Background: an optimization exercise with open tools, aiming at small area and a short achievable clock period. Do not read the settings as production practice. RTL that was checked went through simulation tests only; none was proved equivalent to the original. No functional check of the RTL was part of run 2.

==> flow/run.sh <==
#!/bin/bash
# Layout flow: the standard ORFS flow (standard.sh) with
#  - a stronger, area-oriented ABC script in synthesis (flow/abc_area.script,
#    without ABC's own buffering and sizing, left to the placer's repair,
#    and with no adder-cell mapping (ADDER_MAP_FILE empty), so that all the
#    arithmetic goes through ABC with the rest of the logic;
#    used through a copy of the ORFS scripts folder; nothing else changes),
#  - plain buffers (buf_1) as the port buffers,
#  - CTS with clkbuf_16 in clusters of up to 30 flip-flops and no dummy loads,
#  - repair_timing asked for a larger setup margin, so that it also speeds up
#    the combinational history read path (history_raddr -> history_dout).
# Each tool's output goes to the ORFS logs under orfs/logs; make's to flow_run.log.
set -euo pipefail
W=$PWD
rm -rf "$W/scripts_own"
cp -r "$FLOW_HOME/scripts" "$W/scripts_own"
cp "$W/flow/abc_area.script" "$W/scripts_own/abc_area.script"
export BUFFER_PORTS_ARGS="-buffer_cell sky130_fd_sc_hd__buf_1"
export CTS_ARGS="-sink_clustering_enable -repair_clock_nets -buf_list sky130_fd_sc_hd__clkbuf_16 -dont_use_dummy_load -sink_clustering_size 30 -sink_clustering_max_diameter 80"
export SETUP_SLACK_MARGIN=25.8
bash standard.sh SCRIPTS_DIR="$W/scripts_own" ABC_AREA=1 ADDER_MAP_FILE= finish > "$W/flow_run.log" 2>&1
==> flow/abc_area.script <==
strash
&get -n
&deepsyn -T 120
&put
dch
amap -F 3
topo
==> standard.sh <==
#!/bin/bash
# synth_recipe.tcl (not shown) runs the flow's synth.tcl, then flattens the netlist and writes it again
# the make line also repeats each setting of config.mk as NAME=value (left out here)
make -C /OpenROAD-flow-scripts/flow DESIGN_CONFIG=/design/flow/config.mk WORK_HOME=/design/flow/orfs CLKGATE_MAP_FILE= SYNTH_SCRIPT=/design/flow/synth_recipe.tcl "${@:-finish}"
==> config.mk <==
export PLATFORM = sky130hd
export DESIGN_NAME = system
export DESIGN_NICKNAME = system
export VERILOG_FILES = /design/flow/design.v
export SDC_FILE = /design/flow/constraint.sdc
export NUM_CORES = 4
export LEC_CHECK = 0
export CAP_MARGIN = 20
export CORE_MARGIN = 2
export CORE_UTILIZATION = 40
export SLEW_MARGIN = 20
==> constraint.sdc <==
create_clock -name core_clock -period 48.0 [get_ports {clk}]
set_input_delay 9.6000 -clock core_clock [delete_from_list [all_inputs] [get_ports {clk}]]
set_output_delay 9.6000 -clock core_clock [all_outputs]
set_load 0.01 [all_outputs]
==> design.v <==
module keyboard_filter(input key_ready,
                       input make,
                       input ext,
                       input [7:0] key_input,
                       output key_ok,
                       output [4:0] letter);
    wire key_inside_range = (ext == 0) && (key_input >= "A" && key_input <= "Z");
    assign key_ok = key_inside_range && (make == 0) && key_ready;
    wire [4:0] k = key_input[4:0];
    assign letter = {k[4] ^ ~|k[3:0], k[3] ^ ~|k[2:0], k[2] ^ ~|k[1:0], k[1] ^ ~k[0], ~k[0]};
endmodule
module machine_controller (input clk,
                           input reset,
                           input key_ok,
                           input [4:0] letter,
                           output reg [4:0] befor,
                           output reg [4:0] after,
                           output reg save_history,
                           output reg [4:0] shift0,
                           output reg [4:0] shift1,
                           output reg [4:0] shift2,
                           output reg [2:0] type0,
                           output reg [2:0] type1,
                           output reg [2:0] type2,
                           input increase_shift_or_type,
                           input increase0,
                           input increase1,
                           input increase2);
    reg [1:0] save_next_counter;
    reg [4:0] x;                  
    wire [4:0] next_x, result;
    rotor rotor(.slot(save_next_counter), .letter(letter), .x(x),
                .shift0(shift0), .shift1(shift1), .shift2(shift2),
                .type0(type0), .type1(type1), .type2(type2),
                .next_x(next_x), .result(result));
    function [4:0] inc26(input [4:0] s);
        inc26 = (s[4] & s[3] & s[0]) ? 5'd0 :
                {s[4] ^ &s[3:0], s[3] ^ &s[2:0], s[2] ^ &s[1:0], s[1] ^ s[0], ~s[0]};
    endfunction
    function [2:0] inc5(input [2:0] t);
        inc5 = t[2] ? 3'd0 : {t[1] & t[0], t[1] ^ t[0], ~t[0]};
    endfunction
    always @(posedge clk)
        x <= next_x;
    always @(posedge clk)
        save_history <= !reset && (save_next_counter == 2'b11);
    always @(posedge clk) begin
        if (reset) begin
            befor             <= 0;
            after             <= 0;
            shift0            <= 0;
            shift1            <= 0;
            shift2            <= 0;
            type0             <= 0;
            type1             <= 0;
            type2             <= 0;
            save_next_counter <= 0;
        end
        else if (save_next_counter == 2'b11) begin
            after             <= result;
            save_next_counter <= 0;
            if (shift0 == 25 && shift1 == 25)
                shift2 <= inc26(shift2);
            if (shift0 == 25)
                shift1 <= inc26(shift1);
            shift0 <= inc26(shift0);
        end
        else if (save_next_counter != 2'b00) begin
            save_next_counter <= {save_next_counter[1] ^ save_next_counter[0], ~save_next_counter[0]};
        end
        else begin
            if (key_ok) begin
                befor             <= letter;
                save_next_counter <= 2'b01;
            end
            else if (increase_shift_or_type == 0) begin
                if (increase0) shift0 <= inc26(shift0);
                if (increase1) shift1 <= inc26(shift1);
                if (increase2) shift2 <= inc26(shift2);
            end
            else begin
                if (increase0) type0 <= inc5(type0);
                if (increase1) type1 <= inc5(type1);
                if (increase2) type2 <= inc5(type2);
            end
        end
    end
endmodule
module rotor_u1 (input dir, input [2:0] rtype, input [4:0] idx, output reg [4:0] dout);
    wire [2:0] t = rtype[2] ? 3'd4 : {1'b0, rtype[1:0]};
    always @(*)
        case ({dir, t, idx})
            9'd0: dout = 5'd4;
            9'd1: dout = 5'd10;
            9'd2: dout = 5'd12;
            9'd3: dout = 5'd5;
            9'd4: dout = 5'd11;
            9'd5: dout = 5'd6;
            9'd6: dout = 5'd3;
            9'd7: dout = 5'd16;
            9'd8: dout = 5'd21;
            9'd9: dout = 5'd25;
            9'd10: dout = 5'd13;
            9'd11: dout = 5'd19;
            9'd12: dout = 5'd14;
            9'd13: dout = 5'd22;
            9'd14: dout = 5'd24;
            9'd15: dout = 5'd7;
            9'd16: dout = 5'd23;
            9'd17: dout = 5'd20;
            9'd18: dout = 5'd18;
            9'd19: dout = 5'd15;
            9'd20: dout = 5'd0;
            9'd21: dout = 5'd8;
            9'd22: dout = 5'd1;
            9'd23: dout = 5'd17;
            9'd24: dout = 5'd2;
            9'd25: dout = 5'd9;
            9'd32: dout = 5'd0;
            9'd33: dout = 5'd9;
            9'd34: dout = 5'd3;
            9'd35: dout = 5'd10;
            9'd36: dout = 5'd18;
            9'd37: dout = 5'd8;
            9'd38: dout = 5'd17;
            9'd39: dout = 5'd20;
            9'd40: dout = 5'd23;
            9'd41: dout = 5'd1;
            9'd42: dout = 5'd11;
            9'd43: dout = 5'd7;
            9'd44: dout = 5'd22;
            9'd45: dout = 5'd19;
            9'd46: dout = 5'd12;
            9'd47: dout = 5'd2;
            9'd48: dout = 5'd16;
            9'd49: dout = 5'd6;
            9'd50: dout = 5'd25;
            9'd51: dout = 5'd13;
            9'd52: dout = 5'd15;
            9'd53: dout = 5'd24;
            9'd54: dout = 5'd5;
            9'd55: dout = 5'd21;
            9'd56: dout = 5'd14;
            9'd57: dout = 5'd4;
            9'd64: dout = 5'd1;
            9'd65: dout = 5'd3;
            9'd66: dout = 5'd5;
            9'd67: dout = 5'd7;
            9'd68: dout = 5'd9;
            9'd69: dout = 5'd11;
            9'd70: dout = 5'd2;
            9'd71: dout = 5'd15;
            9'd72: dout = 5'd17;
            9'd73: dout = 5'd19;
            9'd74: dout = 5'd23;
            9'd75: dout = 5'd21;
            9'd76: dout = 5'd25;
            9'd77: dout = 5'd13;
            9'd78: dout = 5'd24;
            9'd79: dout = 5'd4;
            9'd80: dout = 5'd8;
            9'd81: dout = 5'd22;
            9'd82: dout = 5'd6;
            9'd83: dout = 5'd0;
            9'd84: dout = 5'd10;
            9'd85: dout = 5'd12;
            9'd86: dout = 5'd20;
            9'd87: dout = 5'd18;
            9'd88: dout = 5'd16;
            9'd89: dout = 5'd14;
            9'd96: dout = 5'd4;
            9'd97: dout = 5'd18;
            9'd98: dout = 5'd14;
            9'd99: dout = 5'd21;
            9'd100: dout = 5'd15;
            9'd101: dout = 5'd25;
            9'd102: dout = 5'd9;
            9'd103: dout = 5'd0;
            9'd104: dout = 5'd24;
            9'd105: dout = 5'd16;
            9'd106: dout = 5'd20;
            9'd107: dout = 5'd8;
            9'd108: dout = 5'd17;
            9'd109: dout = 5'd7;
            9'd110: dout = 5'd23;
            9'd111: dout = 5'd11;
            9'd112: dout = 5'd13;
            9'd113: dout = 5'd5;
            9'd114: dout = 5'd19;
            9'd115: dout = 5'd6;
            9'd116: dout = 5'd10;
            9'd117: dout = 5'd3;
            9'd118: dout = 5'd2;
            9'd119: dout = 5'd12;
            9'd120: dout = 5'd22;
            9'd121: dout = 5'd1;
            9'd128: dout = 5'd21;
            9'd129: dout = 5'd25;
            9'd130: dout = 5'd1;
            9'd131: dout = 5'd17;
            9'd132: dout = 5'd6;
            9'd133: dout = 5'd8;
            9'd134: dout = 5'd19;
            9'd135: dout = 5'd24;
            9'd136: dout = 5'd20;
            9'd137: dout = 5'd15;
            9'd138: dout = 5'd18;
            9'd139: dout = 5'd3;
            9'd140: dout = 5'd13;
            9'd141: dout = 5'd7;
            9'd142: dout = 5'd11;
            9'd143: dout = 5'd23;
            9'd144: dout = 5'd0;
            9'd145: dout = 5'd22;
            9'd146: dout = 5'd12;
            9'd147: dout = 5'd9;
            9'd148: dout = 5'd16;
            9'd149: dout = 5'd14;
            9'd150: dout = 5'd5;
            9'd151: dout = 5'd4;
            9'd152: dout = 5'd2;
            9'd153: dout = 5'd10;
            9'd256: dout = 5'd5;
            9'd257: dout = 5'd3;
            9'd258: dout = 5'd1;
            9'd259: dout = 5'd19;
            9'd260: dout = 5'd25;
            9'd261: dout = 5'd22;
            9'd262: dout = 5'd20;
            9'd263: dout = 5'd10;
            9'd264: dout = 5'd4;
            9'd265: dout = 5'd0;
            9'd266: dout = 5'd24;
            9'd267: dout = 5'd21;
            9'd268: dout = 5'd23;
            9'd269: dout = 5'd15;
            9'd270: dout = 5'd13;
            9'd271: dout = 5'd6;
            9'd272: dout = 5'd18;
            9'd273: dout = 5'd2;
            9'd274: dout = 5'd7;
            9'd275: dout = 5'd14;
            9'd276: dout = 5'd8;
            9'd277: dout = 5'd17;
            9'd278: dout = 5'd12;
            9'd279: dout = 5'd9;
            9'd280: dout = 5'd11;
            9'd281: dout = 5'd16;
            9'd288: dout = 5'd25;
            9'd289: dout = 5'd16;
            9'd290: dout = 5'd10;
            9'd291: dout = 5'd23;
            9'd292: dout = 5'd0;
            9'd293: dout = 5'd3;
            9'd294: dout = 5'd8;
            9'd295: dout = 5'd14;
            9'd296: dout = 5'd20;
            9'd297: dout = 5'd24;
            9'd298: dout = 5'd22;
            9'd299: dout = 5'd15;
            9'd300: dout = 5'd11;
            9'd301: dout = 5'd6;
            9'd302: dout = 5'd1;
            9'd303: dout = 5'd5;
            9'd304: dout = 5'd9;
            9'd305: dout = 5'd19;
            9'd306: dout = 5'd21;
            9'd307: dout = 5'd12;
            9'd308: dout = 5'd18;
            9'd309: dout = 5'd2;
            9'd310: dout = 5'd13;
            9'd311: dout = 5'd17;
            9'd312: dout = 5'd4;
            9'd313: dout = 5'd7;
            9'd320: dout = 5'd6;
            9'd321: dout = 5'd25;
            9'd322: dout = 5'd19;
            9'd323: dout = 5'd24;
            9'd324: dout = 5'd10;
            9'd325: dout = 5'd23;
            9'd326: dout = 5'd7;
            9'd327: dout = 5'd22;
            9'd328: dout = 5'd9;
            9'd329: dout = 5'd21;
            9'd330: dout = 5'd5;
            9'd331: dout = 5'd20;
            9'd332: dout = 5'd4;
            9'd333: dout = 5'd12;
            9'd334: dout = 5'd0;
            9'd335: dout = 5'd18;
            9'd336: dout = 5'd1;
            9'd337: dout = 5'd17;
            9'd338: dout = 5'd2;
            9'd339: dout = 5'd16;
            9'd340: dout = 5'd3;
            9'd341: dout = 5'd14;
            9'd342: dout = 5'd8;
            9'd343: dout = 5'd15;
            9'd344: dout = 5'd11;
            9'd345: dout = 5'd13;
            9'd352: dout = 5'd18;
            9'd353: dout = 5'd0;
            9'd354: dout = 5'd3;
            9'd355: dout = 5'd4;
            9'd356: dout = 5'd25;
            9'd357: dout = 5'd8;
            9'd358: dout = 5'd6;
            9'd359: dout = 5'd12;
            9'd360: dout = 5'd14;
            9'd361: dout = 5'd19;
            9'd362: dout = 5'd5;
            9'd363: dout = 5'd10;
            9'd364: dout = 5'd2;
            9'd365: dout = 5'd9;
            9'd366: dout = 5'd23;
            9'd367: dout = 5'd21;
            9'd368: dout = 5'd16;
            9'd369: dout = 5'd13;
            9'd370: dout = 5'd24;
            9'd371: dout = 5'd7;
            9'd372: dout = 5'd15;
            9'd373: dout = 5'd22;
            9'd374: dout = 5'd1;
            9'd375: dout = 5'd11;
            9'd376: dout = 5'd17;
            9'd377: dout = 5'd20;
            9'd384: dout = 5'd9;
            9'd385: dout = 5'd23;
            9'd386: dout = 5'd1;
            9'd387: dout = 5'd14;
            9'd388: dout = 5'd2;
            9'd389: dout = 5'd3;
            9'd390: dout = 5'd21;
            9'd391: dout = 5'd12;
            9'd392: dout = 5'd20;
            9'd393: dout = 5'd6;
            9'd394: dout = 5'd0;
            9'd395: dout = 5'd11;
            9'd396: dout = 5'd7;
            9'd397: dout = 5'd13;
            9'd398: dout = 5'd4;
            9'd399: dout = 5'd16;
            9'd400: dout = 5'd5;
            9'd401: dout = 5'd22;
            9'd402: dout = 5'd15;
            9'd403: dout = 5'd19;
            9'd404: dout = 5'd17;
            9'd405: dout = 5'd25;
            9'd406: dout = 5'd8;
            9'd407: dout = 5'd10;
            9'd408: dout = 5'd18;
            9'd409: dout = 5'd24;
            default: dout = 5'd0;
        endcase
endmodule
module rotor_u2 (input dir, input [2:0] rtype, input [4:0] idx, output reg [4:0] dout);
    wire [2:0] t = rtype[2] ? 3'd4 : {1'b0, rtype[1:0]};
    always @(*)
        case ({dir, t, idx})
            9'd0: dout = 5'd9;
            9'd1: dout = 5'd14;
            9'd2: dout = 5'd16;
            9'd3: dout = 5'd13;
            9'd4: dout = 5'd8;
            9'd5: dout = 5'd17;
            9'd6: dout = 5'd11;
            9'd7: dout = 5'd18;
            9'd8: dout = 5'd23;
            9'd9: dout = 5'd7;
            9'd10: dout = 5'd19;
            9'd11: dout = 5'd12;
            9'd12: dout = 5'd10;
            9'd13: dout = 5'd2;
            9'd14: dout = 5'd4;
            9'd15: dout = 5'd1;
            9'd16: dout = 5'd25;
            9'd17: dout = 5'd21;
            9'd18: dout = 5'd15;
            9'd19: dout = 5'd5;
            9'd20: dout = 5'd3;
            9'd21: dout = 5'd0;
            9'd22: dout = 5'd6;
            9'd23: dout = 5'd24;
            9'd24: dout = 5'd22;
            9'd25: dout = 5'd20;
            9'd32: dout = 5'd18;
            9'd33: dout = 5'd21;
            9'd34: dout = 5'd8;
            9'd35: dout = 5'd12;
            9'd36: dout = 5'd23;
            9'd37: dout = 5'd7;
            9'd38: dout = 5'd13;
            9'd39: dout = 5'd4;
            9'd40: dout = 5'd6;
            9'd41: dout = 5'd16;
            9'd42: dout = 5'd20;
            9'd43: dout = 5'd24;
            9'd44: dout = 5'd19;
            9'd45: dout = 5'd14;
            9'd46: dout = 5'd10;
            9'd47: dout = 5'd3;
            9'd48: dout = 5'd1;
            9'd49: dout = 5'd5;
            9'd50: dout = 5'd11;
            9'd51: dout = 5'd17;
            9'd52: dout = 5'd22;
            9'd53: dout = 5'd25;
            9'd54: dout = 5'd2;
            9'd55: dout = 5'd15;
            9'd56: dout = 5'd9;
            9'd57: dout = 5'd0;
            9'd64: dout = 5'd12;
            9'd65: dout = 5'd14;
            9'd66: dout = 5'd10;
            9'd67: dout = 5'd17;
            9'd68: dout = 5'd11;
            9'd69: dout = 5'd22;
            9'd70: dout = 5'd9;
            9'd71: dout = 5'd23;
            9'd72: dout = 5'd8;
            9'd73: dout = 5'd24;
            9'd74: dout = 5'd7;
            9'd75: dout = 5'd25;
            9'd76: dout = 5'd13;
            9'd77: dout = 5'd21;
            9'd78: dout = 5'd5;
            9'd79: dout = 5'd20;
            9'd80: dout = 5'd4;
            9'd81: dout = 5'd16;
            9'd82: dout = 5'd3;
            9'd83: dout = 5'd18;
            9'd84: dout = 5'd2;
            9'd85: dout = 5'd15;
            9'd86: dout = 5'd1;
            9'd87: dout = 5'd6;
            9'd88: dout = 5'd0;
            9'd89: dout = 5'd19;
            9'd96: dout = 5'd5;
            9'd97: dout = 5'd8;
            9'd98: dout = 5'd14;
            9'd99: dout = 5'd24;
            9'd100: dout = 5'd3;
            9'd101: dout = 5'd10;
            9'd102: dout = 5'd18;
            9'd103: dout = 5'd1;
            9'd104: dout = 5'd12;
            9'd105: dout = 5'd9;
            9'd106: dout = 5'd4;
            9'd107: dout = 5'd2;
            9'd108: dout = 5'd16;
            9'd109: dout = 5'd23;
            9'd110: dout = 5'd15;
            9'd111: dout = 5'd20;
            9'd112: dout = 5'd6;
            9'd113: dout = 5'd11;
            9'd114: dout = 5'd13;
            9'd115: dout = 5'd19;
            9'd116: dout = 5'd17;
            9'd117: dout = 5'd0;
            9'd118: dout = 5'd21;
            9'd119: dout = 5'd22;
            9'd120: dout = 5'd25;
            9'd121: dout = 5'd7;
            9'd128: dout = 5'd1;
            9'd129: dout = 5'd7;
            9'd130: dout = 5'd15;
            9'd131: dout = 5'd17;
            9'd132: dout = 5'd0;
            9'd133: dout = 5'd8;
            9'd134: dout = 5'd6;
            9'd135: dout = 5'd10;
            9'd136: dout = 5'd3;
            9'd137: dout = 5'd20;
            9'd138: dout = 5'd9;
            9'd139: dout = 5'd21;
            9'd140: dout = 5'd12;
            9'd141: dout = 5'd18;
            9'd142: dout = 5'd14;
            9'd143: dout = 5'd25;
            9'd144: dout = 5'd19;
            9'd145: dout = 5'd5;
            9'd146: dout = 5'd13;
            9'd147: dout = 5'd4;
            9'd148: dout = 5'd22;
            9'd149: dout = 5'd23;
            9'd150: dout = 5'd11;
            9'd151: dout = 5'd24;
            9'd152: dout = 5'd2;
            9'd153: dout = 5'd16;
            default: dout = 5'd0;
        endcase
endmodule
module rotor (input [1:0] slot,
              input [4:0] letter,
              input [4:0] x,
              input [4:0] shift0, input [4:0] shift1, input [4:0] shift2,
              input [2:0] type0, input [2:0] type1, input [2:0] type2,
              output [4:0] next_x,
              output [4:0] result);
    function [4:0] add26(input [4:0] a, input [4:0] b);
        reg [5:0] s;
        reg [4:0] m;
        reg c;
        integer i;
        begin
            c = 1'b0;
            for (i = 0; i < 5; i = i + 1) begin
                s[i] = a[i] ^ b[i] ^ c;
                c = (a[i] & b[i]) | (c & (a[i] ^ b[i]));
            end
            s[5] = c;
            c = 1'b0;
            for (i = 0; i < 5; i = i + 1) begin
                m[i] = s[i] ^ (6'b100110 >> i) & 1'b1 ^ c;
                c = (s[i] & ((6'b100110 >> i) & 1'b1)) | (c & (s[i] ^ ((6'b100110 >> i) & 1'b1)));
            end
            add26 = (s[5] | (s[4] & s[3] & (s[2] | s[1]))) ? m : s[4:0];
        end
    endfunction
    function [4:0] neg26(input [4:0] v);
        reg [4:0] r;
        reg c;
        integer i;
        begin
            c = 1'b0;
            for (i = 0; i < 5; i = i + 1) begin
                r[i] = ~v[i] ^ ((5'd27 >> i) & 1'b1) ^ c;
                c = (~v[i] & ((5'd27 >> i) & 1'b1)) | (c & (~v[i] ^ ((5'd27 >> i) & 1'b1)));
            end
            neg26 = r;
        end
    endfunction
    wire p0 = (slot == 2'd0);
    wire p3 = (slot == 2'd3);
    wire [4:0] a1 = p0 ? letter : x;
    reg  [4:0] d1;
    reg  [2:0] t1;
    always @(*)
        case (slot)
            2'd0: begin d1 = shift0;          t1 = type0; end
            2'd1: begin d1 = shift1;          t1 = type1; end
            2'd2: begin d1 = shift2;          t1 = type2; end
            2'd3: begin d1 = neg26(shift2);  t1 = type1; end
        endcase
    wire [4:0] o1;
    rotor_u1 u1(.dir(p3), .rtype(t1), .idx(add26(a1, d1)), .dout(o1));
    wire [4:0] o2;
    rotor_u2 u2(.dir(1'b0), .rtype(p3 ? type0 : type2), .idx(add26(o1, p3 ? shift1 : 5'd0)), .dout(o2));
    assign next_x = slot[1] ? o2 : o1;
    assign result = add26(o2, neg26(shift0));
endmodule
module history_keeper (input clk,
                       input reset,
                       input save_history,
                       input [4:0] befor,
                       input [4:0] after,
                       output [4:0] waddr,
                       output reg we,
                       output reg [4:0] dout);
    parameter WAIT       = 2'h0;
    parameter SAVE       = 2'h1;
    parameter CLEAR_NEXT = 2'h2;
    parameter CLEAR_ALL  = 2'h3;
    reg [1:0] state, next_state;
    reg [4:0] index, next_index;
    reg [4:0] to_save, next_to_save;
    wire [4:0] index_plus_1 = {index[4] ^ &index[3:0], index[3] ^ &index[2:0], index[2] ^ &index[1:0], index[1] ^ index[0], ~index[0]};
    assign waddr = index;
    always @(posedge clk)
        if (reset) begin
            state   <= CLEAR_ALL;
            index   <= 0;
        end
        else begin
            state   <= next_state;
            index   <= next_index;
        end
    always @(posedge clk)
        to_save <= next_to_save;
    always @(*) begin
        we           = 1'b1;
        dout         = 5'd0;
        next_state   = state;
        next_index   = index;
        next_to_save = (state == WAIT) ? befor : after;
        case (state)
            WAIT: begin
                we = 1'b0;
                if (save_history)
                    next_state = SAVE;
            end
            SAVE: begin
                dout = {to_save[4] ^ &to_save[3:0], to_save[3] ^ &to_save[2:0], to_save[2] ^ &to_save[1:0], to_save[1] ^ to_save[0], ~to_save[0]};
                if (index[4] == 0)
                    next_index = {1'b1, index[3:0]};
                else begin
                    next_state = CLEAR_NEXT;
                    next_index = {1'b0, index_plus_1[3:0]};
                end
            end
            CLEAR_NEXT: begin
                if (index[4] == 0)
                    next_index = {1'b1, index[3:0]};
                else begin
                    next_state = WAIT;
                    next_index = {1'b0, index[3:0]};
                end
            end
            CLEAR_ALL: begin
                next_index = index_plus_1;
                if (index == 5'h1f)
                    next_state = WAIT;
            end
        endcase
    end
endmodule
module history_ram (input clk,
                    input [4:0] raddr,
                    input [4:0] din,
                    input [4:0] waddr,
                    input we,
                    output [7:0] dout);
    reg [4:0] m [0:31];
    always @(posedge clk)
        if (we)
            m[waddr] <= din;
    wire [3:0] dlo = 4'b0001 << raddr[1:0];
    wire [7:0] dhi = 8'b00000001 << raddr[4:2];
    reg  [4:0] e;
    integer i;
    always @(*) begin
        e = 5'd0;
        for (i = 0; i < 32; i = i + 1)
            e = e | ({5{dlo[i % 4] & dhi[i / 4]}} & m[i]);
    end
    wire letter = |e;
    assign dout = {1'b0, letter, ~letter, e};
endmodule
module system(input clk,
              input reset,
              input key_ready,
              input make,
              input ext,
              input [7:0] key_input,
              output [4:0] befor,
              output [4:0] after,
              output [4:0] shift0,
              output [4:0] shift1,
              output [4:0] shift2,
              output [2:0] type0,
              output [2:0] type1,
              output [2:0] type2,
              input increase_shift_or_type,
              input increase0,
              input increase1,
              input increase2,
              input [4:0] history_raddr,
              output [7:0] history_dout);
    wire key_ok;
    wire [4:0] letter;
    wire save_history;
    wire [4:0] history_din;
    wire [4:0] history_waddr;
    wire history_we;
    keyboard_filter keyboard_filter(
        .key_ready(key_ready),
        .make(make),
        .ext(ext),
        .key_input(key_input),
        .key_ok(key_ok),
        .letter(letter)
    );
    machine_controller machine_controller(
        .clk(clk),
        .reset(reset),
        .key_ok(key_ok),
        .letter(letter),
        .befor(befor),
        .after(after),
        .save_history(save_history),
        .shift0(shift0),
        .shift1(shift1),
        .shift2(shift2),
        .type0(type0),
        .type1(type1),
        .type2(type2),
        .increase_shift_or_type(increase_shift_or_type),
        .increase0(increase0),
        .increase1(increase1),
        .increase2(increase2)
    );
    history_keeper history_keeper(
        .clk(clk),
        .reset(reset),
        .save_history(save_history),
        .befor(befor),
        .after(after),
        .dout(history_din),
        .waddr(history_waddr),
        .we(history_we)
    );
    history_ram history_ram(
        .clk(clk),
        .raddr(history_raddr),
        .dout(history_dout),
        .waddr(history_waddr),
        .we(history_we),
        .din(history_din)
    );
endmodule
==> results.tsv, run 1 <==
stage	metric	value	unit
run_status	outcome	complete, no violations	
die	start_util	0.4067	
grt	grt_usage	0.2751	
finish	fillers	2642	
clock_network	clockBufferDepth	3	
synth	synthArstFlopShare	0	
route	drtAntennaViolNets	0	
grt	grt_max_degree	33	
critical_path	crit_type	in2out	
finish	mostFrequentLayoutCells	nor2_1, edfxtp_1, clkinv_1	
synth	syn_avg_cell_area	9.081	µm²
synth	syn_area	10960	µm²
synth	synthCells	1207	
finish	nNetsFinal	1323	
finish	antenna_cells	0	
synth	synth-seq-cells	214	
synth	synth_compound_area_frac	0.2194	
critical_path	reg2regPathDepth	71	
finish	syn_to_final_growth	11.15	%
timing	fin_crit_sh	0.4578	
grt	grt_overflow_total	0	
critical_path	critPathMaxStageDelay	0.58	ns
grt	antenna_found_initial	0	
placement	gp_congestion	1.096	
hold_path	whs_path_depth	1	
clock_network	clock_latency	0.49	ns
clock_network	cts.htree.levels	1	
die	rows	60	
finish	seq_area	5886	µm²
critical_path	cp_max_fo	5	
clock_network	cts_sinks	214	
route	drt_iter0_drc	1721	
clock_network	hold_buffers	0	
grt	grt_pass1_wl	60.33	mm
route	first_pass_iters	7	
synth	syn_nets	1229	
synth	synth_top_family_by_area	compound AO/OA/AOI/OAI gates	
finish	multi_input_area	4682	µm²
clock_network	cts_inserted_buffers	14	
die	die_x	169.5	µm
synth	ys_warn_count	6	
finish	final_common_cell	nor2_1	
route	wl_per_cell	24.58	µm
clock_network	cts_root_buf	clkbuf_16	
clock_network	cts_setup_buffers	0	
critical_path	cp-start-kind	primary input	
synth	synth_xor_area_frac	0.002397	
synth	yosys.area_share.adder	0	
timing	slew_violations	0	
timing	whs	0.4679	ns
synth	synth_flop_cell	edfxtp_1	
timing	fmax	0.04550	GHz
timing	worstMarginPinSlew	0.9256	ns
timing	fin_crit	21.98	ns
timing	slew_headroom	0.3749	
route	drc	0	
die	boundaryPins	64	
critical_path	crit_path_end_kind	output port	
die	fp.dieArea	28740	µm²
timing	setup_viol	0	
clock_network	postCtsResizedCells	0	
die	die_h	169.5	µm
synth	synth-simple-area-share	0.1967	
route	vias	10604	
clock_network	clkTransAtPathRegs	0.10	ns
placement	dp.cells	1626	
critical_path	critical_path_required	38.40	ns
timing	worst_clock_skew	0.07307	ns
synth	synth_edf_count	160	
finish	finalNonFillerCells	1640	
clock_network	cts_tree	yes	
timing	fin_setup_tns	0	ns
critical_path	worst_path_max_delay_cell	or4_1	
critical_path	cp_cell_sequence	buf_1 -> clkinv_1 -> nand3_1 -> nor2_1 -> a222oi_1 -> nand4_1 -> or4_1 -> or3_1 -> nor3_2 -> clkinv_1 -> buf_1	
critical_path	crit_arrival	12.38	ns
placement	port_buffers	62	
placement	hpwl	30.16	mm
timing	timing.final.hold_violations	0	
synth	synth_cell_type_count	52	
synth	synthMuxAreaShare	0	
timing	grt_setup_unrepaired	true	
grt	grt_pass1_vias	9985	
die	core	26950	µm²
flow_run	drv_cap	0	
synth	ys_seq_area_frac	0.5370	
route	viasPerCell	6.466	
route	wirelength	40.32	mm
hold_path	hp-class	reg2reg	
finish	drive_above_1_share	0.04157	
## path summary, 6_finish.rpt
| path | startpoint | end | slack (ns) |
|---|---|---|---|
| min reg2reg | machine_controller.save_history | history_keeper.state[0] | 0.47 |
| max reg2reg | machine_controller.save_next_counter[1] | machine_controller.after[2] | 34.77 |
| max | history_raddr[0] | history_dout[6] | 26.02 |
| min | machine_controller.save_history | history_keeper.state[0] | 0.47 |
## stage by stage
stage               instance area [µm²]    util  setup WS [ns]
CTS                               12110  0.4494          26.00
global route                      12180  0.4520          25.77
finish                            12180  0.4520          26.02
global placement                  11760  0.4364          26.03
floorplan                         10960       -          26.49
detailed placement                11760  0.4364          25.99
## metal layers
| layer | track usage | vias up | wire, µm |
|---|---|---|---|
| met1 | 0.3452 | 5028 | 15510 |
| met5 | 0 | - | 0 |
| li1 | - | 4726 | - |
| met4 | 0.1327 | 0 | 2386 |
| met3 | 0.03405 | 167 | 3310 |
| met2 | 0.4720 | 683 | 19110 |
## cell usage after synthesis (3+ instances only)
cell type | number | area share
o32a_1 | 7 | 0.0064
o21a_1 | 15 | 0.010
o2111ai_1 | 3 | 0.0024
clkinv_1 | 125 | 0.043
a31oi_1 | 18 | 0.010
a22oi_1 | 35 | 0.024
dfxtp_1 | 54 | 0.099
a222oi_1 | 34 | 0.031
o22ai_1 | 46 | 0.026
edfxtp_1 | 160 | 0.44
or2_0 | 8 | 0.0046
or3_1 | 5 | 0.0029
a21oi_1 | 59 | 0.027
nand4_1 | 14 | 0.0080
or4_1 | 7 | 0.0048
o41ai_1 | 3 | 0.0024
nand3_1 | 32 | 0.015
o21ai_0 | 78 | 0.036
o32ai_1 | 12 | 0.0096
nor4_1 | 4 | 0.0023
nor3_1 | 44 | 0.020
and2_0 | 4 | 0.0023
a211oi_1 | 8 | 0.0055
nor2_1 | 288 | 0.099
nand2_1 | 91 | 0.031
o211ai_1 | 6 | 0.0041
o311ai_0 | 3 | 0.0024
nor2b_1 | 4 | 0.0023
a221oi_1 | 3 | 0.0024
## critical path, delay by kind of cell
kind            cells  cell delay [ns]
simple gates        6             1.65
buf+inv             4             0.59
compound gates      1             0.52
## kinds of logic after synthesis
logic type | count (synthesis)
AND/OR/NAND/NOR | 508
AO/OA/AOI/OAI | 354
flip-flops | 214
buffers and inverters | 127
XOR/XNOR | 3
other | 1
## sequential cells by signal (all words and copies together) (netlist names), 2 cells and up
signal / flops
machine_controller.type2: 3
history_keeper.index: 5
history_keeper.to_save: 5
machine_controller.save_next_counter: 2
machine_controller.befor: 5
machine_controller.shift1: 5
machine_controller.after: 5
machine_controller.type0: 3
history_ram.m: 160
machine_controller.x: 5
machine_controller.shift0: 5
machine_controller.type1: 3
machine_controller.shift2: 5
history_keeper.state: 2
## final cells by class
type                            instances  share of cell area
Clock buffer                           14             0.02876
Tap cell                              341             0.03502
Timing Repair Buffer                   80             0.03030
Sequential cell                       214              0.4831
Multi-Input combinational cell        866              0.3843
Inverter                              125             0.03851
==> run 2, diff against run 1 <==
--- a/design.v
+++ b/design.v
@@ -15,2 +15,3 @@
                            input [4:0] letter,
+                           input [4:0] key5,
                            output reg [4:0] befor,
@@ -31,3 +32,3 @@
     wire [4:0] next_x, result;
-    rotor rotor(.slot(save_next_counter), .letter(letter), .x(x),
+    rotor rotor(.slot(save_next_counter), .key5(key5), .x(x),
                 .shift0(shift0), .shift1(shift1), .shift2(shift2),
@@ -493,3 +494,3 @@
 module rotor (input [1:0] slot,
-              input [4:0] letter,
+              input [4:0] key5,              
               input [4:0] x,
@@ -519,2 +520,6 @@
     endfunction
+    function [4:0] dec26(input [4:0] v);
+        dec26 = (v == 5'd0) ? 5'd25 :
+                {v[4] ^ ~|v[3:0], v[3] ^ ~|v[2:0], v[2] ^ ~|v[1:0], v[1] ^ ~v[0], ~v[0]};
+    endfunction
     function [4:0] neg26(input [4:0] v);
@@ -534,3 +539,3 @@
     wire p3 = (slot == 2'd3);
-    wire [4:0] a1 = p0 ? letter : x;
+    wire [4:0] a1 = p0 ? key5 : x;
     reg  [4:0] d1;
@@ -539,3 +544,3 @@
         case (slot)
-            2'd0: begin d1 = shift0;          t1 = type0; end
+            2'd0: begin d1 = dec26(shift0);   t1 = type0; end
             2'd1: begin d1 = shift1;          t1 = type1; end
@@ -677,2 +682,3 @@
         .letter(letter),
+        .key5(key_input[4:0]),
         .befor(befor),
--- a/flow/run.sh
+++ b/flow/run.sh
@@ -3,5 +3,2 @@
 #  - a stronger, area-oriented ABC script in synthesis (flow/abc_area.script,
-#    without ABC's own buffering and sizing, left to the placer's repair,
-#    and with no adder-cell mapping (ADDER_MAP_FILE empty), so that all the
-#    arithmetic goes through ABC with the rest of the logic;
 #    used through a copy of the ORFS scripts folder; nothing else changes),
@@ -19,3 +16,3 @@
 export CTS_ARGS="-sink_clustering_enable -repair_clock_nets -buf_list sky130_fd_sc_hd__clkbuf_16 -dont_use_dummy_load -sink_clustering_size 30 -sink_clustering_max_diameter 80"
-export SETUP_SLACK_MARGIN=25.8
-bash standard.sh SCRIPTS_DIR="$W/scripts_own" ABC_AREA=1 ADDER_MAP_FILE= finish > "$W/flow_run.log" 2>&1
+export SETUP_SLACK_MARGIN=26.1
+bash standard.sh SCRIPTS_DIR="$W/scripts_own" ABC_AREA=1 finish > "$W/flow_run.log" 2>&1
==> flow/abc_area.script (replaced) <==
strash
&get -n
&deepsyn -T 120
&put
dch
amap -F 3
topo
stime -c
buffer -c
upsize -c
dnsize -c
==> run 2 against run 1 <==
- routed wire length rose by 3.6%
- global-route usage is 2.8 points lower
- final cell count rose by 6.8%
- synthesized cell count increased by 7.0%
- fmax increased by 0.83%
- utilization shrank 0.71 points
==> results.tsv, run 2 <==
stage	metric	value	unit	change
run_status	outcome	complete, no violations		unchanged
route	first_pass_iters	8		was 7
critical_path	cp-start-kind	primary input		unchanged
timing	worst_clock_skew	0.05551	ns	was 0.07307 ns
critical_path	crit_arrival	12.20	ns	was 12.38 ns
critical_path	rrSetupSlack	34.18	ns	was 34.77 ns
synth	synth_most_common_cell	nor2_1		unchanged
finish	syn_to_final_growth	9.740	%	was 11.15%
synth	ys_seq_area_frac	0.4758		was 0.5370
placement	hpwl	29.97	mm	was 30.16 mm
finish	mostFrequentLayoutCells	nor2_1, edfxtp_1, inv_1		was nor2_1, edfxtp_1, clkinv_1
timing	fin_setup_tns	0	ns	unchanged
synth	yosys.area_share.adder	0.09123		was 0
synth	synth_top_family_by_area	compound AO/OA/AOI/OAI gates		unchanged
timing	worstMarginPinSlew	0.9753	ns	was 0.9256 ns
finish	largest_register_ff_count	160		unchanged
timing	fin_crit_sh	0.4541		was 0.4578
route	met1_length	16.93	mm	was 15.51 mm
route	wl_per_cell	23.84	µm	was 24.58 µm
die	fp.dieArea	32350	µm²	was 28740 µm²
critical_path	cp_max_fo	6		was 5
die	core	30510	µm²	was 26950 µm²
finish	final_core_util	0.4450		was 0.4520
synth	synth_flop_cell	edfxtp_1		unchanged
timing	fmax	0.04588	GHz	was 0.04550 GHz
route	wl_met3	4.137	mm	was 3.310 mm
timing	grt_setup_unrepaired	false		was true
clock_network	cts.htree.levels	1		unchanged
synth	ys_warn_count	6		unchanged
synth	synthArstFlopShare	0		unchanged
synth	synth_xor_area_frac	0.0007080		was 0.002397
finish	drive_above_1_share	0.08776		was 0.04157
timing	slew_headroom	0.3498		was 0.3749
critical_path	rr_endpoint	machine_controller.after[2]		unchanged
timing	timing.final.hold_violations	0		unchanged
grt	antenna_found_initial	1		was 0
synth	syn_area	12370	µm²	was 10960 µm²
hold_path	whs_path_depth	2		was 1
finish	antenna_cells	0		unchanged
timing	slew_violations	0		unchanged
timing	fin_crit	21.80	ns	was 21.98 ns
route	route.met2.wl	19.05	mm	was 19.11 mm
finish	final_common_cell	nor2_1		unchanged
critical_path	crit_type	in2out		unchanged
hold_path	hp-start	machine_controller.save_history		unchanged
synth	synth_edf_count	160		unchanged
clock_network	hold_buffers	0		unchanged
flow_run	drv_cap	0		unchanged
route	drc	0		unchanged
route	viasPerCell	6.353		was 6.466
grt	grt_pass1_wl	63.23	mm	was 60.33 mm
clock_network	cts_inserted_buffers	14		unchanged
grt	grt_pass1_vias	10616		was 9985
critical_path	critical_path_required	38.40	ns	about the same
finish	largest-register	history_ram.m		unchanged
synth	synth-seq-cells	214		unchanged
clock_network	cts_tree	yes		unchanged
synth	ys_top_cells_by_count	nor2_1, edfxtp_1, inv_1		was nor2_1, edfxtp_1, clkinv_1, nand2_1, o21ai_0
die	boundaryPins	64		unchanged
synth	synthCells	1291		was 1207
placement	port_buffers	62		unchanged
synth	syn_avg_cell_area	9.582	µm²	was 9.081 µm²
route	drtAntennaViolNets	0		unchanged
synth	synth-simple-area-share	0.1530		was 0.1967
critical_path	rr_startpoint	machine_controller.save_next_counter[1]		unchanged
synth	synth_cell_type_count	75		was 52
hold_path	hold_end	history_keeper.state[0]		unchanged
hold_path	hp-class	reg2reg		unchanged
route	wirelength	41.78	mm	was 40.32 mm
die	die_x	179.9	µm	was 169.5 µm
finish	finalNonFillerCells	1752		was 1640
synth	synthTopCellsByArea	edfxtp_1, dfxtp_1, ha_1		was edfxtp_1, dfxtp_1, nor2_1
clock_network	clkTransAtPathRegs	0.11	ns	was 0.10 ns
finish	nNetsFinal	1463		was 1323
die	rows	64		was 60
critical_path	reg2regPathDepth	59		was 71
critical_path	crit_path_end_kind	output port		unchanged
route	drt_iter0_drc	1843		was 1721
synth	synthMuxAreaShare	0		unchanged
grt	grt_max_degree	33		unchanged
synth	synth_compound_area_frac	0.2150		was 0.2194
synth	yosysTopAreaCell	edfxtp_1		unchanged
grt	grt_overflow_total	0		unchanged
clock_network	clockBufferDepth	3		unchanged
die	die_h	179.9	µm	was 169.5 µm
clock_network	cts_sinks	214		unchanged
synth	yosysTopAreaCellShare	0.3884		was 0.4384
clock_network	clock_latency	0.50	ns	was 0.49 ns
timing	whs	0.4695	ns	was 0.4679 ns
placement	dp.cells	1733		was 1626
route	vias	11130		was 10604
timing	setup_viol	0		unchanged
die	start_util	0.4055		was 0.4067
synth	syn_nets	1396		was 1229
critical_path	critPathLaunch	history_raddr[1]		was history_raddr[0]
placement	gp_congestion	1.071		was 1.096
route	topRoutingLayerUsed	met5		was met4
clock_network	cts_root_buf	clkbuf_16		unchanged
grt	grt_usage	0.2468		was 0.2751
-- run 2: cell count changes in the layout (fill, tap and decap cells not counted), moves of 11 or more --
cell | previous run | this run
nor4_1 | 4 | 16
inv_1 | 0 | 136
nand2_1 | 91 | 71
inv_2 | 0 | 24
nor2_1 | 278 | 217
o22ai_1 | 45 | 34
clkinv_1 | 125 | 3
a221oi_1 | 3 | 16
fa_1 | 0 | 12
ha_1 | 0 | 71
-- run 2: worst max-delay path by stage --
stage | cells past startpoint | slack, ns | to
3_3_place_gp | 13 | 25.93 | history_dout[5]
2_1_floorplan | 12 | 26.53 | history_dout[6]
4_1_cts | 14 | 26.13 | history_dout[6]
3_5_place_dp | 14 | 25.88 | history_dout[6]
5_1_grt | 13 | 26.11 | history_dout[6]
6_report | 14 | 26.20 | history_dout[6]
-- run 2: cell type report --
cell class,count,area (µm²)
Inverter,166,634.4
Fill cell,2917,16930
Clock buffer,14,350.3
Tap cell,396,495.5
Sequential cell,214,5886
Timing Repair Buffer,86,429.2
Multi-Input combinational cell,876,5781
-- run 2: what timing repair did --
action                                  CTS  global route
cloned                                    0             1
endpoints found under the setup margin    2             6
gates resized for setup                   3            17
hold endpoints to repair                  0             0
setup buffers                             0             4
pin swaps                                 0             3
-- run 2: routing by layer --
layer	vias up	global-route usage
li1	4915	-
met1	5306	0.3328
met2	753	0.4026
met3	154	0.04680
met4	2	0.07642
met5	-	0
-- run 2: worst max-delay path, cell delays in order --
cell	delay [ns]
buf_4	0.11
nor2_1	0.07
inv_1	0.08
nor2_2	0.06
buf_6	0.14
a22o_1	0.23
a221o_1	0.31
a221oi_4	0.28
o221ai_2	0.14
or4_4	0.42
or3_4	0.39
nor3_2	0.18
inv_1	0.05
clkbuf_2	0.12
-- run 2: kinds of logic (layout without fill, tap and decap cells) --
family	count (synthesis)	after routing
buf+inv	201	266
fa+ha+maj	83	83
other cells	1	1
simple gates	417	417
xor+xnor	1	1
compound gates	374	374
flops	214	214
-- run 2: through the flow --
stage          worst slack [ns]  cell area (µm²)
2_1_floorplan             26.53            12370
6_report                  26.20            13580
3_3_place_gp              25.93            13110
4_1_cts                   26.13            13470
5_1_grt                   26.11            13580
3_5_place_dp              25.88            13110
==> run 3, diff against run 2 <==
--- a/design.v
+++ b/design.v
@@ -15,3 +15,2 @@
                            input [4:0] letter,
-                           input [4:0] key5,
                            output reg [4:0] befor,
@@ -32,3 +31,3 @@
     wire [4:0] next_x, result;
-    rotor rotor(.slot(save_next_counter), .key5(key5), .x(x),
+    rotor rotor(.slot(save_next_counter), .letter(letter), .x(x),
                 .shift0(shift0), .shift1(shift1), .shift2(shift2),
@@ -45,4 +44,2 @@
         x <= next_x;
-    always @(posedge clk)
-        save_history <= !reset && (save_next_counter == 2'b11);
     always @(posedge clk) begin
@@ -57,2 +54,3 @@
             type2             <= 0;
+            save_history      <= 0;
             save_next_counter <= 0;
@@ -62,2 +60,3 @@
             save_next_counter <= 0;
+            save_history      <= 1;
             if (shift0 == 25 && shift1 == 25)
@@ -72,2 +71,3 @@
         else begin
+            save_history <= 0;
             if (key_ok) begin
@@ -119,2 +119,8 @@
             9'd25: dout = 5'd9;
+            9'd26: dout = 5'd18;
+            9'd27: dout = 5'd15;
+            9'd28: dout = 5'd0;
+            9'd29: dout = 5'd8;
+            9'd30: dout = 5'd1;
+            9'd31: dout = 5'd17;
             9'd32: dout = 5'd0;
@@ -145,2 +151,8 @@
             9'd57: dout = 5'd4;
+            9'd58: dout = 5'd25;
+            9'd59: dout = 5'd13;
+            9'd60: dout = 5'd15;
+            9'd61: dout = 5'd24;
+            9'd62: dout = 5'd5;
+            9'd63: dout = 5'd21;
             9'd64: dout = 5'd1;
@@ -171,2 +183,8 @@
             9'd89: dout = 5'd14;
+            9'd90: dout = 5'd6;
+            9'd91: dout = 5'd0;
+            9'd92: dout = 5'd10;
+            9'd93: dout = 5'd12;
+            9'd94: dout = 5'd20;
+            9'd95: dout = 5'd18;
             9'd96: dout = 5'd4;
@@ -197,2 +215,8 @@
             9'd121: dout = 5'd1;
+            9'd122: dout = 5'd19;
+            9'd123: dout = 5'd6;
+            9'd124: dout = 5'd10;
+            9'd125: dout = 5'd3;
+            9'd126: dout = 5'd2;
+            9'd127: dout = 5'd12;
             9'd128: dout = 5'd21;
@@ -223,2 +247,8 @@
             9'd153: dout = 5'd10;
+            9'd154: dout = 5'd12;
+            9'd155: dout = 5'd9;
+            9'd156: dout = 5'd16;
+            9'd157: dout = 5'd14;
+            9'd158: dout = 5'd5;
+            9'd159: dout = 5'd4;
             9'd256: dout = 5'd5;
@@ -249,2 +279,8 @@
             9'd281: dout = 5'd16;
+            9'd282: dout = 5'd7;
+            9'd283: dout = 5'd14;
+            9'd284: dout = 5'd8;
+            9'd285: dout = 5'd17;
+            9'd286: dout = 5'd12;
+            9'd287: dout = 5'd9;
             9'd288: dout = 5'd25;
@@ -275,2 +311,8 @@
             9'd313: dout = 5'd7;
+            9'd314: dout = 5'd21;
+            9'd315: dout = 5'd12;
+            9'd316: dout = 5'd18;
+            9'd317: dout = 5'd2;
+            9'd318: dout = 5'd13;
+            9'd319: dout = 5'd17;
             9'd320: dout = 5'd6;
@@ -301,2 +343,8 @@
             9'd345: dout = 5'd13;
+            9'd346: dout = 5'd2;
+            9'd347: dout = 5'd16;
+            9'd348: dout = 5'd3;
+            9'd349: dout = 5'd14;
+            9'd350: dout = 5'd8;
+            9'd351: dout = 5'd15;
             9'd352: dout = 5'd18;
@@ -327,2 +375,8 @@
             9'd377: dout = 5'd20;
+            9'd378: dout = 5'd24;
+            9'd379: dout = 5'd7;
+            9'd380: dout = 5'd15;
+            9'd381: dout = 5'd22;
+            9'd382: dout = 5'd1;
+            9'd383: dout = 5'd11;
             9'd384: dout = 5'd9;
@@ -353,2 +407,8 @@
             9'd409: dout = 5'd24;
+            9'd410: dout = 5'd15;
+            9'd411: dout = 5'd19;
+            9'd412: dout = 5'd17;
+            9'd413: dout = 5'd25;
+            9'd414: dout = 5'd8;
+            9'd415: dout = 5'd10;
             default: dout = 5'd0;
@@ -386,2 +446,8 @@
             9'd25: dout = 5'd20;
+            9'd26: dout = 5'd15;
+            9'd27: dout = 5'd5;
+            9'd28: dout = 5'd3;
+            9'd29: dout = 5'd0;
+            9'd30: dout = 5'd6;
+            9'd31: dout = 5'd24;
             9'd32: dout = 5'd18;
@@ -412,2 +478,8 @@
             9'd57: dout = 5'd0;
+            9'd58: dout = 5'd11;
+            9'd59: dout = 5'd17;
+            9'd60: dout = 5'd22;
+            9'd61: dout = 5'd25;
+            9'd62: dout = 5'd2;
+            9'd63: dout = 5'd15;
             9'd64: dout = 5'd12;
@@ -438,2 +510,8 @@
             9'd89: dout = 5'd19;
+            9'd90: dout = 5'd3;
+            9'd91: dout = 5'd18;
+            9'd92: dout = 5'd2;
+            9'd93: dout = 5'd15;
+            9'd94: dout = 5'd1;
+            9'd95: dout = 5'd6;
             9'd96: dout = 5'd5;
@@ -464,2 +542,8 @@
             9'd121: dout = 5'd7;
+            9'd122: dout = 5'd13;
+            9'd123: dout = 5'd19;
+            9'd124: dout = 5'd17;
+            9'd125: dout = 5'd0;
+            9'd126: dout = 5'd21;
+            9'd127: dout = 5'd22;
             9'd128: dout = 5'd1;
@@ -490,2 +574,8 @@
             9'd153: dout = 5'd16;
+            9'd154: dout = 5'd13;
+            9'd155: dout = 5'd4;
+            9'd156: dout = 5'd22;
+            9'd157: dout = 5'd23;
+            9'd158: dout = 5'd11;
+            9'd159: dout = 5'd24;
             default: dout = 5'd0;
@@ -494,3 +584,3 @@
 module rotor (input [1:0] slot,
-              input [4:0] key5,              
+              input [4:0] letter,
               input [4:0] x,
@@ -520,6 +610,2 @@
     endfunction
-    function [4:0] dec26(input [4:0] v);
-        dec26 = (v == 5'd0) ? 5'd25 :
-                {v[4] ^ ~|v[3:0], v[3] ^ ~|v[2:0], v[2] ^ ~|v[1:0], v[1] ^ ~v[0], ~v[0]};
-    endfunction
     function [4:0] neg26(input [4:0] v);
@@ -539,3 +625,3 @@
     wire p3 = (slot == 2'd3);
-    wire [4:0] a1 = p0 ? key5 : x;
+    wire [4:0] a1 = p0 ? letter : x;
     reg  [4:0] d1;
@@ -544,3 +630,3 @@
         case (slot)
-            2'd0: begin d1 = dec26(shift0);   t1 = type0; end
+            2'd0: begin d1 = shift0;          t1 = type0; end
             2'd1: begin d1 = shift1;          t1 = type1; end
@@ -682,3 +768,2 @@
         .letter(letter),
-        .key5(key_input[4:0]),
         .befor(befor),
--- a/flow/run.sh
+++ b/flow/run.sh
@@ -3,5 +3,6 @@
 #  - a stronger, area-oriented ABC script in synthesis (flow/abc_area.script,
+#    without ABC's own buffering and sizing, left to the placer's repair;
 #    used through a copy of the ORFS scripts folder; nothing else changes),
 #  - plain buffers (buf_1) as the port buffers,
-#  - CTS with clkbuf_16 in clusters of up to 30 flip-flops and no dummy loads,
+#  - CTS with clkbuf_16 in clusters of up to 30 flip-flops within 120 um and no dummy loads,
 #  - repair_timing asked for a larger setup margin, so that it also speeds up
@@ -15,3 +16,3 @@
 export BUFFER_PORTS_ARGS="-buffer_cell sky130_fd_sc_hd__buf_1"
-export CTS_ARGS="-sink_clustering_enable -repair_clock_nets -buf_list sky130_fd_sc_hd__clkbuf_16 -dont_use_dummy_load -sink_clustering_size 30 -sink_clustering_max_diameter 80"
+export CTS_ARGS="-sink_clustering_enable -repair_clock_nets -buf_list sky130_fd_sc_hd__clkbuf_16 -dont_use_dummy_load -sink_clustering_size 30 -sink_clustering_max_diameter 120"
 export SETUP_SLACK_MARGIN=26.1
==> flow/abc_area.script (replaced) <==
strash
&get -n
&deepsyn -T 120
&put
dch
amap -F 3
topo
==> run 3 against run 2 <==
- die area down 0.88%
- flip-flop and latch count is the same
- hold slack lost 0.0051 ns
- sequential share of layout area down 0.64 points
- largest cell class is now multi-input combinational cells
==> results.tsv, run 3 <==
stage	metric	value	unit	change
synth	synth_top_family_by_area	compound AO/OA/AOI/OAI gates		unchanged
synth	yosysTopAreaCell	edfxtp_1		unchanged
critical_path	rr_startpoint	machine_controller.save_next_counter[1]		unchanged
timing	worstMarginPinSlew	0.9803	ns	was 0.9753 ns
die	boundaryPins	64		unchanged
clock_network	cts_inserted_buffers	11		was 14
critical_path	reg2regPathDepth	55		was 59
grt	grt_usage	0.2824		was 0.2468
grt	antenna_found_initial	0		was 1
finish	largest_register_ff_count	160		unchanged
critical_path	crit_arrival	12.15	ns	was 12.20 ns
die	rows	64		unchanged
critical_path	critPathLaunch	history_raddr[3]		was history_raddr[1]
synth	synthCells	1312		was 1291
clock_network	clock_latency	0.48	ns	was 0.50 ns
grt	grt_max_degree	33		unchanged
timing	worst_clock_skew	0.03487	ns	was 0.05551 ns
synth	syn_area	12260	µm²	was 12370 µm²
clock_network	cts_sinks	214		unchanged
synth	yosys.area_share.adder	0.09206		was 0.09123
finish	fin_area	13780	µm²	was 13580 µm²
timing	slew_headroom	0.3465		was 0.3498
clock_network	cts_root_buf	clkbuf_16		unchanged
critical_path	crit_top_cell	nand4_1		was inv_1
critical_path	cp_max_fo	6		unchanged
clock_network	clockBufferDepth	3		unchanged
synth	syn_nets	1417		was 1396
run_status	outcome	complete, no violations		unchanged
grt	grt_pass1_vias	10872		was 10616
route	wirelength	45.55	mm	was 41.78 mm
synth	synthMuxAreaShare	0		unchanged
placement	dpl_cell_area	13170	µm²	was 13110 µm²
hold_path	hp-class	reg2reg		unchanged
critical_path	rr_endpoint	machine_controller.after[2]		unchanged
synth	synthArstFlopShare	0		unchanged
critical_path	crit_type	in2out		unchanged
grt	grt_pass1_wl	67.53	mm	was 63.23 mm
timing	fmax	0.04597	GHz	was 0.04588 GHz
grt	grt_overflow_total	0		unchanged
timing	fin_crit_sh	0.4532		was 0.4541
synth	synth_xor_area_frac	0.0007144		was 0.0007080
placement	port_buffers	62		unchanged
die	die_h	179.1	µm	was 179.9 µm
route	drc	0		unchanged
critical_path	critPathMaxStageDelay	0.80	ns	was 0.42 ns
route	viasPerCell	6.297		was 6.353
critical_path	worstSetupEndpoint	history_dout[6]		unchanged
clock_network	hold_buffers	0		unchanged
die	start_util	0.4039		was 0.4055
route	drtAntennaViolNets	0		unchanged
die	die_x	179.1	µm	was 179.9 µm
critical_path	crit_path_end_kind	output port		unchanged
timing	grt_setup_unrepaired	false		unchanged
critical_path	worst_path_max_delay_cell	a222oi_1		was or4_4
timing	fin_setup_tns	0	ns	unchanged
synth	synthTopCellsByArea	edfxtp_1, dfxtp_1, nor2_1		was edfxtp_1, dfxtp_1, ha_1
finish	syn_to_final_growth	12.40	%	was 9.740%
synth	synth_flop_cell	edfxtp_1		unchanged
clock_network	cts_tree	yes		unchanged
finish	final_common_cell	nor2_1		unchanged
flow_run	drv_cap	0		unchanged
critical_path	critical_path_required	38.40	ns	about the same
placement	hpwl	34.54	mm	was 29.97 mm
synth	ys_seq_area_frac	0.4801		was 0.4758
route	wl_per_cell	25.15	µm	was 23.84 µm
timing	fin_crit	21.75	ns	was 21.80 ns
synth	synth_compound_area_frac	0.2086		was 0.2150
synth	ys_top_cells_by_count	nor2_1, clkinv_1, edfxtp_1, nand2_1, ha_1		was nor2_1, edfxtp_1, inv_1
timing	slew_violations	0		unchanged
die	fp.dieArea	32060	µm²	was 32350 µm²
synth	syn_avg_cell_area	9.344	µm²	was 9.582 µm²
timing	setup_viol	0		unchanged
timing	timing.final.hold_violations	0		unchanged
placement	gp_congestion	1.068		was 1.071
synth	yosysTopAreaCellShare	0.3919		was 0.3884
synth	synth_cell_type_count	54		was 75
route	vias	11404		was 11130
synth	synth_most_common_cell	nor2_1		unchanged
finish	mostFrequentLayoutCells	nor2_1, clkinv_1, edfxtp_1		was nor2_1, edfxtp_1, inv_1
finish	antenna_cells	0		unchanged
synth	synth_edf_count	160		unchanged
die	core	30350	µm²	was 30510 µm²
synth	synth-seq-cells	214		unchanged
finish	nNetsFinal	1522		was 1463
route	drt_iter0_drc	1210		was 1843
critical_path	cp_cell_sequence	clkbuf_2 -> inv_2 -> nand2_4 -> nor2_2 -> a222oi_1 -> nand4_1 -> a2111oi_4 -> nand4_1 -> nor3_2 -> clkinv_1 -> buf_1		was buf_4 -> nor2_1 -> inv_1 -> nor2_2 -> buf_6 -> a22o_1 -> a221o_1 -> a221oi_4 -> o221ai_2 -> or4_4 -> or3_4 -> nor3_2 -> inv_1 -> clkbuf_2
synth	synth-simple-area-share	0.1610		was 0.1530
clock_network	cts.htree.levels	1		unchanged
synth	ys_warn_count	6		unchanged
critical_path	cp-start-kind	primary input		unchanged
finish	largest-register	history_ram.m		unchanged
critical_path	rrSetupSlack	34.25	ns	was 34.18 ns
finish	drive_above_1_share	0.08198		was 0.08776
route	first_pass_iters	6		was 8
clock_network	clkTransAtPathRegs	0.10	ns	was 0.11 ns
## run 3: cell count changes after synthesis, moves of 23 or more
cell,before,now
inv_2,23,0
o22ai_1,34,58
clkinv_1,4,183
clkbuf_1,24,0
nand2_1,71,94
inv_1,137,0
## run 3: stage by stage
stage | util | setup WS [ns] | hold slack [ns] | cells
5_1_grt | 0.4540 | 26.09 | 0.4856 | 1811
4_1_cts | 0.4468 | 26.10 | 0.4656 | 1803
6_report | 0.4540 | 26.25 | 0.4644 | 1811
3_5_place_dp | 0.4339 | 24.76 | 0.4890 | 1790
3_3_place_gp | 0.4339 | 24.36 | 0.4931 | 1790
2_1_floorplan | - | 26.12 | 0.4262 | 1312
## run 3: layout make-up
cell class	instances	area [µm²]
fill	2971	16570
multi-input combinational	913	5918
sequential	214	5886
inverter	183	721.9
tap	396	495.5
timing repair buffer	94	483.0
clock buffer	11	275.3
## run 3: metal layers
layer,up-vias,global-route usage,part of all wire
li1,5118,-,-
met1,5454,0.3598,0.39
met2,658,0.4704,0.47
met3,174,0.04283,0.081
met4,0,0.1341,0.060
met5,-,0,0
## run 3: how the worst min path moves through the flow
stage          cells past startpoint  slack, ns                       startpoint                              end
4_1_cts                            2       0.47      machine_controller.befor[1]        history_keeper.to_save[1]
3_5_place_dp                       2       0.49      machine_controller.befor[4]        history_keeper.to_save[4]
6_report                           2       0.46      machine_controller.befor[1]        history_keeper.to_save[1]
2_1_floorplan                      2       0.43  machine_controller.save_history  machine_controller.save_history
3_3_place_gp                       2       0.49      machine_controller.befor[4]      machine_controller.befor[4]
5_1_grt                            2       0.49      machine_controller.after[0]        history_keeper.to_save[0]
## run 3: worst max-delay path: cells and delay by family
| kind | cells | cell delay [ns] |
|---|---|---|
| AND/OR/NAND/NOR | 5 | 0.95 |
| AO/OA/AOI/OAI | 2 | 1.16 |
| buffers and inverters | 4 | 0.42 |
## run 3: logic make-up after synthesis
family          after synthesis
flops                       214
simple gates                458
other cells                   1
buf+inv                     185
fa+ha+maj                    83
compound gates              370
xor+xnor                      1
## run 3: timing repair
action	in CTS	in global routing
pin swaps	4	10
resized for setup	35	57
setup buffers	2	8
endpoints found under the setup margin	6	6
hold endpoints to repair	0	0
==> run 4, diff against run 3 <==
==> flow/run.sh (replaced) <==
#!/bin/bash
# Layout flow: the standard ORFS flow (standard.sh) with
#  - a stronger, area-oriented ABC script in synthesis (flow/abc_area.script,
#    without ABC's own buffering and sizing, left to the placer's repair,
#    and with no adder-cell mapping (ADDER_MAP_FILE empty), so that all the
#    arithmetic goes through ABC with the rest of the logic;
#    used through a copy of the ORFS scripts folder; nothing else changes),
#  - plain buffers (buf_1) as the port buffers,
#  - CTS with clkbuf_16 in clusters of up to 30 flip-flops and no dummy loads,
#  - repair_timing asked for a larger setup margin, so that it also speeds up
#    the combinational history read path (history_raddr -> history_dout).
# Each tool's output goes to the ORFS logs under orfs/logs; make's to flow_run.log.
set -euo pipefail
W=$PWD
rm -rf "$W/scripts_own"
cp -r "$FLOW_HOME/scripts" "$W/scripts_own"
cp "$W/flow/abc_area.script" "$W/scripts_own/abc_area.script"
export BUFFER_PORTS_ARGS="-buffer_cell sky130_fd_sc_hd__buf_1"
export CTS_ARGS="-sink_clustering_enable -repair_clock_nets -buf_list sky130_fd_sc_hd__clkbuf_16 -dont_use_dummy_load -sink_clustering_size 30 -sink_clustering_max_diameter 80"
export SETUP_SLACK_MARGIN=25.8
bash standard.sh SCRIPTS_DIR="$W/scripts_own" ABC_AREA=1 ADDER_MAP_FILE= finish > "$W/flow_run.log" 2>&1
==> run 4 against run 3 <==
- non-clock buffer count is 17 lower
- sequential share of layout area increased by 5.5 points
- global-route usage is 0.21 points lower
- utilization down 0.32 points
==> results.tsv, run 4 <==
stage	metric	value	unit	change
placement	port_buffers	62		unchanged
route	wirelength	41.16	mm	was 45.55 mm
critical_path	rr_endpoint	machine_controller.after[1]		was machine_controller.after[2]
synth	yosysTopAreaCell	edfxtp_1		unchanged
synth	synthArstFlopShare	0		unchanged
critical_path	rrSetupSlack	34.76	ns	was 34.25 ns
timing	fin_crit_sh	0.4603		was 0.4532
finish	mostFrequentLayoutCells	nor2_1, edfxtp_1, clkinv_1		was nor2_1, clkinv_1, edfxtp_1
critical_path	crit_path_end_kind	output port		unchanged
flow_run	drv_cap	0		unchanged
finish	fin_area	12220	µm²	was 13780 µm²
route	drc	0		unchanged
route	drtAntennaViolNets	0		unchanged
critical_path	critPathMaxStageDelay	0.60	ns	was 0.80 ns
hold_path	hp-class	reg2reg		unchanged
critical_path	cp-start-kind	primary input		unchanged
clock_network	cts.htree.levels	1		unchanged
route	viasPerCell	6.261		was 6.297
hold_path	hold_end	machine_controller.save_history		was history_keeper.to_save[1]
grt	grt_pass1_vias	10047		was 10872
clock_network	cts_sinks	214		unchanged
grt	grt_pass1_wl	61.04	mm	was 67.53 mm
synth	synth_cell_type_count	50		was 54
placement	dp.cells	1678		was 1790
finish	final_core_util	0.4508		was 0.4540
run_status	outcome	complete, no violations		unchanged
critical_path	cp_max_fo	5		was 6
grt	grt_usage	0.2803		was 0.2824
finish	nNetsFinal	1342		was 1522
grt	grt_max_degree	33		unchanged
timing	timing.final.hold_violations	0		unchanged
synth	synth_edf_count	160		unchanged
timing	grt_setup_unrepaired	false		unchanged
die	fp.dieArea	29030	µm²	was 32060 µm²
critical_path	crit_family	simple AND/OR/NAND/NOR gates		was compound AO/OA/AOI/OAI gates
critical_path	worst_path_max_delay_cell	a222oi_1		unchanged
finish	drive_above_1_share	0.02807		was 0.08198
synth	synthTopCellsByArea	edfxtp_1, dfxtp_1, nor2_1		unchanged
die	die_h	170.4	µm	was 179.1 µm
clock_network	cts_root_buf	clkbuf_16		unchanged
clock_network	cts_tree	yes		unchanged
finish	largest-register	history_ram.m		unchanged
die	die_x	170.4	µm	was 179.1 µm
## run 4: how the worst max path moves through the flow
| stage | startpoint | slack [ns] | end | depth (start not counted) |
|---|---|---|---|---|
| CTS | history_raddr[2] | 25.96 | history_dout[6] | 11 |
| finish | history_raddr[0] | 25.90 | history_dout[6] | 11 |
| global placement | history_raddr[2] | 25.96 | history_dout[6] | 11 |
| floorplan | history_raddr[0] | 26.45 | history_dout[6] | 11 |
| global route | history_raddr[2] | 25.81 | history_dout[6] | 11 |
| detailed placement | history_raddr[2] | 25.96 | history_dout[6] | 11 |
## run 4: routing by layer
metal	GRT usage	share of wire	routed length (µm)	up-vias
li1	-	-	-	4783
met1	0.3423	0.38	15680	4976
met2	0.4867	0.48	19710	651
met3	0.03488	0.077	3177	177
met4	0.1438	0.063	2597	0
met5	0	0	0	-
## run 4: worst register-to-register path, delay by kind of cell, from the launching register on
family | cells | cell delay [ns]
and+or+nand+nor | 29 | 5.40
AOI/OAI and AO/OA | 27 | 5.23
DFF | 1 | 0.47
buffers and inverters | 9 | 2.02
## run 4: cell families after synthesis
| kind of cell | count (synthesis) | synth area share |
|---|---|---|
| AND/OR/NAND/NOR | 496 | 0.1893 |
| flip-flops | 214 | 0.5315 |
| buffers and inverters | 142 | 0.04881 |
| AO/OA/AOI/OAI | 377 | 0.2293 |
| other | 1 | 0.0003387 |
| XOR/XNOR | 1 | 0.0007911 |
## run 4: layout make-up
type / instances / share of cell area
Sequential cell: 214 / 0.4817
Tap cell: 372 / 0.03810
Multi-Input combinational cell: 875 / 0.3838
Clock buffer: 12 / 0.02458
Antenna cell: 1 / 0.0002048
Timing Repair Buffer: 77 / 0.02826
Inverter: 140 / 0.04332
## run 4: per-stage QoR
| stage | setup WS [ns] | hold WS (ns) |
|---|---|---|
| floorplan | 26.45 | 0.4265 |
| global placement | 25.96 | 0.4363 |
| detailed placement | 25.96 | 0.4546 |
| CTS | 25.96 | 0.4694 |
| global route | 25.81 | 0.5084 |
| finish | 25.90 | 0.4697 |
## run 4: what timing repair did
action / in CTS / in global routing
setup endpoints to repair: 0 / 5
hold buffers: 0 / 0
resized for setup: 0 / 8
endpoints found under the hold margin: 0 / 0

[separate check: timing with driven ports]
Ports are ideal in the flow. The routed layouts listed here were re-timed in OpenROAD. Step 1, drivers: a clkbuf_16 drives clk and a buf_2 each remaining input, both assumed. Step 2, shift: input delay + t, output delay - t, t = (earliest + latest rising clock arrival at the registers) / 2. This alone moves slack from input paths to output paths. a / b / c = ideal ports / drivers / drivers and shift; a / b = the first two.
| run | t, ns | slack for setup (ns) | latest minus earliest clock arrival (ns) | worst data-port slew with drivers (ns) |
|---|---|---|---|---|
| run 1 | 0.504 | 26.023 / 25.999 / 25.999 | 0.083 / 0.083 | 0.04 |
| run 2 | 0.520 | 26.204 / 26.179 / 26.179 | 0.059 / 0.059 | 0.10 |
| run 3 | 0.510 | 26.247 / 26.222 / 26.222 | 0.041 / 0.041 | 0.05 |
| run 4 | 0.512 | 25.905 / 25.878 / 25.878 | 0.067 / 0.067 | 0.06 |
After both steps every run listed still meets setup and hold. For run 4, which loses most, drivers alone change the setup slack by -0.027 ns; drivers and shift together by -0.027 ns.
